What follows belongs to an exercise in optimizing a design on an open flow for small area; a production flow would make more cautious choices.
No functional check of the RTL was part of this run.
No activity file was given, so power comes from the tool's default toggle rates.

==> flow/design.v <==
module SEDE (input clk,
	     input rst,
	     input [7:0] pix_data,
	     output reg valid,
	     output reg [7:0] edge_out,
	     output reg busy);
	reg [8*33-1:0] sp;    
	reg [8*34-1:0] sn;    
	always @(posedge clk) begin
		sp <= {sp[8*32-1:0], pix_data};
		sn <= {sn[8*33-1:0], ~sp[8*32 +: 8]};
	end
	wire [7:0] na = sn[8*33 +: 8];   
	wire [7:0] nb = sn[8*32 +: 8];   
	wire [7:0] nc = sn[8*1  +: 8];   
	wire [7:0] pd = sp[8*32 +: 8];   
	wire [7:0] pe = sp[8*1  +: 8];   
	wire [7:0] pf = sp[8*0  +: 8];   
	reg [10:0] cnt;
	always @(posedge clk or posedge rst)
		if (rst)
			cnt <= 11'h7ff;
		else if (!(cnt[10] & !cnt[9] & cnt[0]))
			cnt <= cnt + 1'b1;
	wire [10:0] t;
	wire w1, w2;
	sede_fa u_w1 (.a(na[0]), .b(nb[0]), .c(nc[0]), .s(w1), .co(w2));
	wire w3, w4;
	sede_fa u_w3 (.a(pd[0]), .b(pe[0]), .c(pf[0]), .s(w3), .co(w4));
	wire w5, w6;
	sede_ha u_w5 (.a(w1), .b(w3), .s(w5), .co(w6));
	wire w7, w8;
	sede_fa u_w7 (.a(na[1]), .b(nb[1]), .c(nc[1]), .s(w7), .co(w8));
	wire w9, w10;
	sede_fa u_w9 (.a(pd[1]), .b(pe[1]), .c(pf[1]), .s(w9), .co(w10));
	wire w11, w12;
	sede_fa u_w11 (.a(w2), .b(w4), .c(w6), .s(w11), .co(w12));
	wire w13, w14;
	sede_fa u_w13 (.a(w7), .b(w9), .c(w11), .s(w13), .co(w14));
	wire w15 = ~w13;
	wire w16 = w13;
	wire w17, w18;
	sede_fa u_w17 (.a(na[2]), .b(nb[2]), .c(nc[2]), .s(w17), .co(w18));
	wire w19, w20;
	sede_fa u_w19 (.a(pd[2]), .b(pe[2]), .c(pf[2]), .s(w19), .co(w20));
	wire w21, w22;
	sede_fa u_w21 (.a(w8), .b(w10), .c(w12), .s(w21), .co(w22));
	wire w23, w24;
	sede_fa u_w23 (.a(w14), .b(w16), .c(w17), .s(w23), .co(w24));
	wire w25, w26;
	sede_fa u_w25 (.a(w19), .b(w21), .c(w23), .s(w25), .co(w26));
	wire w27, w28;
	sede_fa u_w27 (.a(na[3]), .b(nb[3]), .c(nc[3]), .s(w27), .co(w28));
	wire w29, w30;
	sede_fa u_w29 (.a(pd[3]), .b(pe[3]), .c(pf[3]), .s(w29), .co(w30));
	wire w31, w32;
	sede_fa u_w31 (.a(w18), .b(w20), .c(w22), .s(w31), .co(w32));
	wire w33, w34;
	sede_fa u_w33 (.a(w24), .b(w26), .c(w27), .s(w33), .co(w34));
	wire w35, w36;
	sede_fa u_w35 (.a(w29), .b(w31), .c(w33), .s(w35), .co(w36));
	wire w37, w38;
	sede_fa u_w37 (.a(na[4]), .b(nb[4]), .c(nc[4]), .s(w37), .co(w38));
	wire w39, w40;
	sede_fa u_w39 (.a(pd[4]), .b(pe[4]), .c(pf[4]), .s(w39), .co(w40));
	wire w41, w42;
	sede_fa u_w41 (.a(w28), .b(w30), .c(w32), .s(w41), .co(w42));
	wire w43, w44;
	sede_fa u_w43 (.a(w34), .b(w36), .c(w37), .s(w43), .co(w44));
	wire w45, w46;
	sede_fa u_w45 (.a(w39), .b(w41), .c(w43), .s(w45), .co(w46));
	wire w47, w48;
	sede_fa u_w47 (.a(na[5]), .b(nb[5]), .c(nc[5]), .s(w47), .co(w48));
	wire w49, w50;
	sede_fa u_w49 (.a(pd[5]), .b(pe[5]), .c(pf[5]), .s(w49), .co(w50));
	wire w51, w52;
	sede_fa u_w51 (.a(w38), .b(w40), .c(w42), .s(w51), .co(w52));
	wire w53, w54;
	sede_fa u_w53 (.a(w44), .b(w46), .c(w47), .s(w53), .co(w54));
	wire w55, w56;
	sede_fa u_w55 (.a(w49), .b(w51), .c(w53), .s(w55), .co(w56));
	wire w57, w58;
	sede_fa u_w57 (.a(na[6]), .b(nb[6]), .c(nc[6]), .s(w57), .co(w58));
	wire w59, w60;
	sede_fa u_w59 (.a(pd[6]), .b(pe[6]), .c(pf[6]), .s(w59), .co(w60));
	wire w61, w62;
	sede_fa u_w61 (.a(w48), .b(w50), .c(w52), .s(w61), .co(w62));
	wire w63, w64;
	sede_fa u_w63 (.a(w54), .b(w56), .c(w57), .s(w63), .co(w64));
	wire w65, w66;
	sede_fa u_w65 (.a(w59), .b(w61), .c(w63), .s(w65), .co(w66));
	wire w67, w68;
	sede_fa u_w67 (.a(na[7]), .b(nb[7]), .c(nc[7]), .s(w67), .co(w68));
	wire w69, w70;
	sede_fa u_w69 (.a(pd[7]), .b(pe[7]), .c(pf[7]), .s(w69), .co(w70));
	wire w71, w72;
	sede_fa u_w71 (.a(w58), .b(w60), .c(w62), .s(w71), .co(w72));
	wire w73, w74;
	sede_fa u_w73 (.a(w64), .b(w66), .c(w67), .s(w73), .co(w74));
	wire w75, w76;
	sede_fa u_w75 (.a(w69), .b(w71), .c(w73), .s(w75), .co(w76));
	wire w77, w78;
	sede_fa u_w77 (.a(w68), .b(w70), .c(w72), .s(w77), .co(w78));
	wire w79, w80;
	sede_fa u_w79 (.a(w74), .b(w76), .c(w77), .s(w79), .co(w80));
	wire w81, w82;
	sede_ha u_w81 (.a(w78), .b(w80), .s(w81), .co(w82));
	assign t = {w82, w81, w79, w75, w65, w55, w45, w35, w25, w15, w5};
	wire border = (cnt < 11'd66) || (cnt[4:0] == 5'd1) || (cnt[4:0] == 5'd2) ||
	              (cnt[10] & !cnt[9] & cnt[0]);
	always @(*) begin
		busy = cnt[10];
		valid = (cnt >= 11'd34);
		if (border || t[10] || (t[9] & t[8]))   
			edge_out = 8'd0;
		else if (!t[9])                         
			edge_out = 8'hff;
		else
			edge_out = ~t[7:0];
	end
endmodule
module sede_fa (input a, input b, input c, output s, output co);
	assign s = a ^ b ^ c;
	assign co = (a & b) | (a & c) | (b & c);
endmodule
module sede_ha (input a, input b, output s, output co);
	assign s = a ^ b;
	assign co = a & b;
endmodule
==> flow/flow/run.sh <==
#!/bin/bash
# Standard layout, with CTS told not to add dummy balancing loads and the
# port buffers made with the smallest buffer cell.
set -euo pipefail
bash standard.sh finish \
  "CTS_ARGS=-sink_clustering_enable -repair_clock_nets -dont_use_dummy_load -sink_clustering_size 30 -sink_clustering_max_diameter 60 -buf_list {sky130_fd_sc_hd__clkbuf_16}" \
  "BUFFER_PORTS_ARGS=-buffer_cell sky130_fd_sc_hd__buf_1" > standard.log 2>&1
==> flow/standard.sh <==
#!/bin/bash
# synth_recipe.tcl (not shown) runs the flow's synth.tcl, then flattens the netlist and writes it again
# the make line also repeats each setting of config.mk as NAME=value (left out here)
make -C /OpenROAD-flow-scripts/flow DESIGN_CONFIG=/design/flow/config.mk WORK_HOME=/design/flow/orfs CLKGATE_MAP_FILE= SYNTH_SCRIPT=/design/flow/synth_recipe.tcl "${@:-finish}"
==> flow/config.mk <==
export PLATFORM = sky130hd
export DESIGN_NAME = SEDE
export DESIGN_NICKNAME = SEDE
export VERILOG_FILES = /design/flow/design.v
export SDC_FILE = /design/flow/constraint.sdc
export NUM_CORES = 4
export LEC_CHECK = 0
export CAP_MARGIN = 20
export CORE_MARGIN = 2
export CORE_UTILIZATION = 60
export SLEW_MARGIN = 20
export SYNTH_HIERARCHICAL = 1
export SYNTH_MINIMUM_KEEP_SIZE = 0
==> flow/constraint.sdc <==
create_clock -name core_clock -period 10.0 [get_ports {clk}]
set_input_delay 2.0000 -clock core_clock [delete_from_list [all_inputs] [get_ports {clk}]]
set_output_delay 2.0000 -clock core_clock [all_outputs]
set_load 0.01 [all_outputs]
==> results.sh <==
export IMPL_status="finished with violations"
export IMPL_so_faults="negative setup slack"
export IMPL_grt_pass1_wl_um=22300
export IMPL_synth_ff_type="dfxtp_1"
export IMPL_wl_um=12900
export IMPL_switchingPower_w=0.000699
export IMPL_synth_seq_cells=547
export IMPL_clk_latency_ns=0.53
export IMPL_worstMarginPinSlew_ns=0.573
export IMPL_worst_setup_path_end_kind="primary output"
export IMPL_coreArea_um2=20100
export IMPL_yosysTopAreaCell="dfxtp_1"
export IMPL_row_count=52
export IMPL_grt_max_degree=31
export IMPL_cts_buffers=23
export IMPL_synthArstFlopShare_pct=2.01
export IMPL_post_route_cells_drive_above_1_share_pct=10.1
export IMPL_avgRoutedWirePerCell_um=13.3
export IMPL_crit_type="register to primary output"
export IMPL_path_clk_slew_ns=0.09
export IMPL_die_h_um=147
export IMPL_p_comb_share_pct=5.6
export IMPL_worstPathMaxFanout=2
export IMPL_antenna_cells=0
export IMPL_via_count=4167
export IMPL_netlist_top_cells_area="dfxtp_1 88%, fa_1 6.2%, dfstp_2 2.4%"
export IMPL_synth_edff_count=0
export IMPL_netlist_area_leader_share_pct=87.7
export IMPL_h_tree_depth=1
export IMPL_arrival_ns=8.76
export IMPL_grt_pass1_vias=4374
export IMPL_maxSlewViolCount=0
export IMPL_cts_root_buf="clkbuf_16"
export IMPL_setup_viol=8
export IMPL_sequentialPowerShare_pct=65.9
export IMPL_cts_tree="built"
export IMPL_syn_nets=702
export IMPL_synthesis_instances=649
export IMPL_swShare_pct=20.1
export IMPL_io_buffers=19
export IMPL_avgSynthCellArea_um2=18.8
export IMPL_cts_setup_buffers=0
export IMPL_p_int_w=0.00277
export IMPL_drt_iter0_drc=137
export IMPL_critPathRequiredTime_ns=8.00
export IMPL_start_util_pct=60.8
export IMPL_maxCapViolCount=0
export IMPL_io_pins=20
export IMPL_period_minus_slack_ns=10.76
export IMPL_grt_total_usage_pct=12.8
export IMPL_drt_pass1_iterations=4
export IMPL_powerDensity_nw_per_um2=260
export IMPL_antenna_found_initial=0
export IMPL_power_share_clock_pct=28.5
export IMPL_die_x_um=147
export IMPL_place_congestion=0.733
export IMPL_total_leakage_power_nw=5.51
export IMPL_ant_nets=0
export IMPL_fin_hold_ws_ns=0.297
export IMPL_vdd_drop_max_mv=0.162
export IMPL_overflow=0
export IMPL_hold_viol=0
export IMPL_hp_class="register to register"
export IMPL_nets=750
export IMPL_total_power_w=0.00347
export IMPL_fp_dieArea_um2=21500
export IMPL_hpwl_um=7490
export IMPL_relSlewSlack_pct=61.8
export IMPL_rsz0062_at_grt="true"
export IMPL_post_place_ws_ns=-0.315
export IMPL_syn2layout_area_growth_pct=9.35
export IMPL_cts_hold_buf=0
export IMPL_clock_sinks=547
export IMPL_ys_seq_area_share_pct=90.1
export IMPL_syn_area_um2=12200
export IMPL_via_per_inst=4.32
export IMPL_ys_warn_count=7
export IMPL_max_freq_mhz=93.0
export IMPL_startpoint_type="register"
export IMPL_cts_buffer_depth=3
export IMPL_drc_errors=0
export IMPL_period_share_pct=108
export IMPL_final_core_util_pct=66.5
export IMPL_ys_types=23
export IMPL_skew_ns=0.0388
export IMPL_fin_ws_ns=-0.755
path summary, 6_finish.rpt:
kind	to	cells past startpoint	start	slack (ns)
worst max-delay path	edge_out[3]	23	sn[264]	-0.76
worst min-delay path	sn[263]	0	sn[255]	0.30
worst max register to register	cnt[6]	4	cnt[1]	8.61
worst min register to register	sn[263]	0	sn[255]	0.30
max in group asynchronous	cnt[4]	2	rst	8.21
min in group asynchronous	cnt[2]	2	rst	1.72
per-module statistics from Yosys (local to each module, per instance):
module | times used | cells | flip-flops and latches
sede_ha | 2 | 1 | 0
SEDE | 1 | 609 | 547
sede_fa | 38 | 1 | 0
cell families after synthesis:
| family | count (synthesis) | synth area share, % |
|---|---|---|
| flip-flops | 547 | 90.1 |
| adder cells (fa/ha/maj) | 43 | 6.73 |
| AO/OA/AOI/OAI | 13 | 1.00 |
| buffers and inverters | 13 | 0.399 |
| multiplexers | 1 | 0.0921 |
| AND/OR/NAND/NOR | 24 | 1.11 |
| XOR/XNOR | 8 | 0.573 |
flip-flops by register name, indices dropped and copies added (netlist names):
| register | flops |
|---|---|
| sn | 272 |
| sp | 264 |
| cnt | 11 |
synth_stat cells, drive strengths merged (2+ instances only):
master,n
nand4,2
a21oi,2
inv,12
a221oi,8
xnor2,8
nand3,5
nand2,4
dfxtp,536
dfstp,11
ha,5
nor2,4
and3,2
fa,38
and4,3
layout make-up:
cell class	instances	area (um2)
clock buffers	23	576
fillers	1347	6730
inverters	12	45.0
multi-input cells	89	1270
flip-flops and latches	547	11000
well taps	270	338
repair buffers	24	129
repair_timing:
item | CTS | global route
setup endpoints to repair | 8 | 8
pin swaps | 1 | 0
gates resized for setup | 10 | 3
endpoints found under the hold margin | 0 | 0
routing by layer:
| metal | share of wire [%] | wire length, um | vias to the layer above | track usage, % |
|---|---|---|---|---|
| li1 | - | - | 2094 | - |
| met1 | 53 | 6810 | 2012 | 19.3 |
| met2 | 41 | 5330 | 35 | 19.0 |
| met3 | 3.0 | 383 | 26 | 2.58 |
| met4 | 2.6 | 340 | 0 | 3.59 |
| met5 | 0 | 0 | - | 0 |
power by group through the flow:
| stage | combinational [W] | clock, W | sequential (W) |
|---|---|---|---|
| detailed placement | 0.000206 | 0 | 0.00234 |
| finish | 0.000196 | 0.000988 | 0.00229 |
| CTS | 0.000207 | 0.00101 | 0.00229 |
| floorplan | 0.000149 | 0 | 0.00233 |
| global route | 0.000219 | 0.00110 | 0.00230 |
| global placement | 0.000203 | 0 | 0.00234 |
metrics by stage:
stage | setup TNS [ns] | area, um2 | cells
5_1_grt | -8.21 | 13400 | 965
2_1_floorplan | -0.217 | 12300 | 649
3_5_place_dp | -2.40 | 12800 | 942
6_report | -5.85 | 13400 | 965
4_1_cts | -6.59 | 13400 | 965
3_3_place_gp | -1.87 | 12800 | 942
layout by cell type, fill, tap and decap left out, drive strengths merged, types with 5 or more instances in the layout:
cell    Yosys  routed
xnor2       8       8
nand3       5       5
a221oi      8       8
dfxtp     536     536
inv        12      12
dfstp      11      11
buf         1      24
fa         38      38
clkbuf      0      23
ha          5       5
worst max-delay path, cell delays in order, from the launching register on:
cell      delay (ns)
dfxtp_2         0.33
fa_1            0.55
ha_2            0.18
fa_1            0.42
fa_1            0.53
fa_1            0.44
fa_2            0.35
fa_1            0.46
fa_2            0.35
fa_1            0.46
fa_2            0.35
fa_1            0.46
fa_2            0.35
fa_1            0.45
fa_2            0.35
fa_1            0.45
fa_2            0.36
fa_2            0.38
ha_4            0.24
a21oi_4         0.16
o211ai_4        0.10
a221oi_2        0.24
buf_4           0.18
buf_6           0.10

separate check: timing with driven ports:
The results above use ideal ports. As a check the final layout listed here was re-extracted and re-timed, cells and wires unchanged. Step 1 sets driving cells, clkbuf_16 on the clock port and buf_2 on the other inputs (assumed; they add their load-dependent delay and slew). Step 2, shift: input delay + t, output delay - t, t = (earliest + latest rising clock arrival at the registers) / 2. This alone moves slack from input paths to output paths. Slacks: ideal / step 1 / step 2; pairs: ideal / step 1.
shift t [ns]: 0.555
setup WS [ns]: -0.755 / -0.800 / -0.245
worst register clock-pin slew, ns: 0.10 / 0.10
For this run, drivers alone change the setup slack by -0.045 ns; drivers and shift together by +0.510 ns.
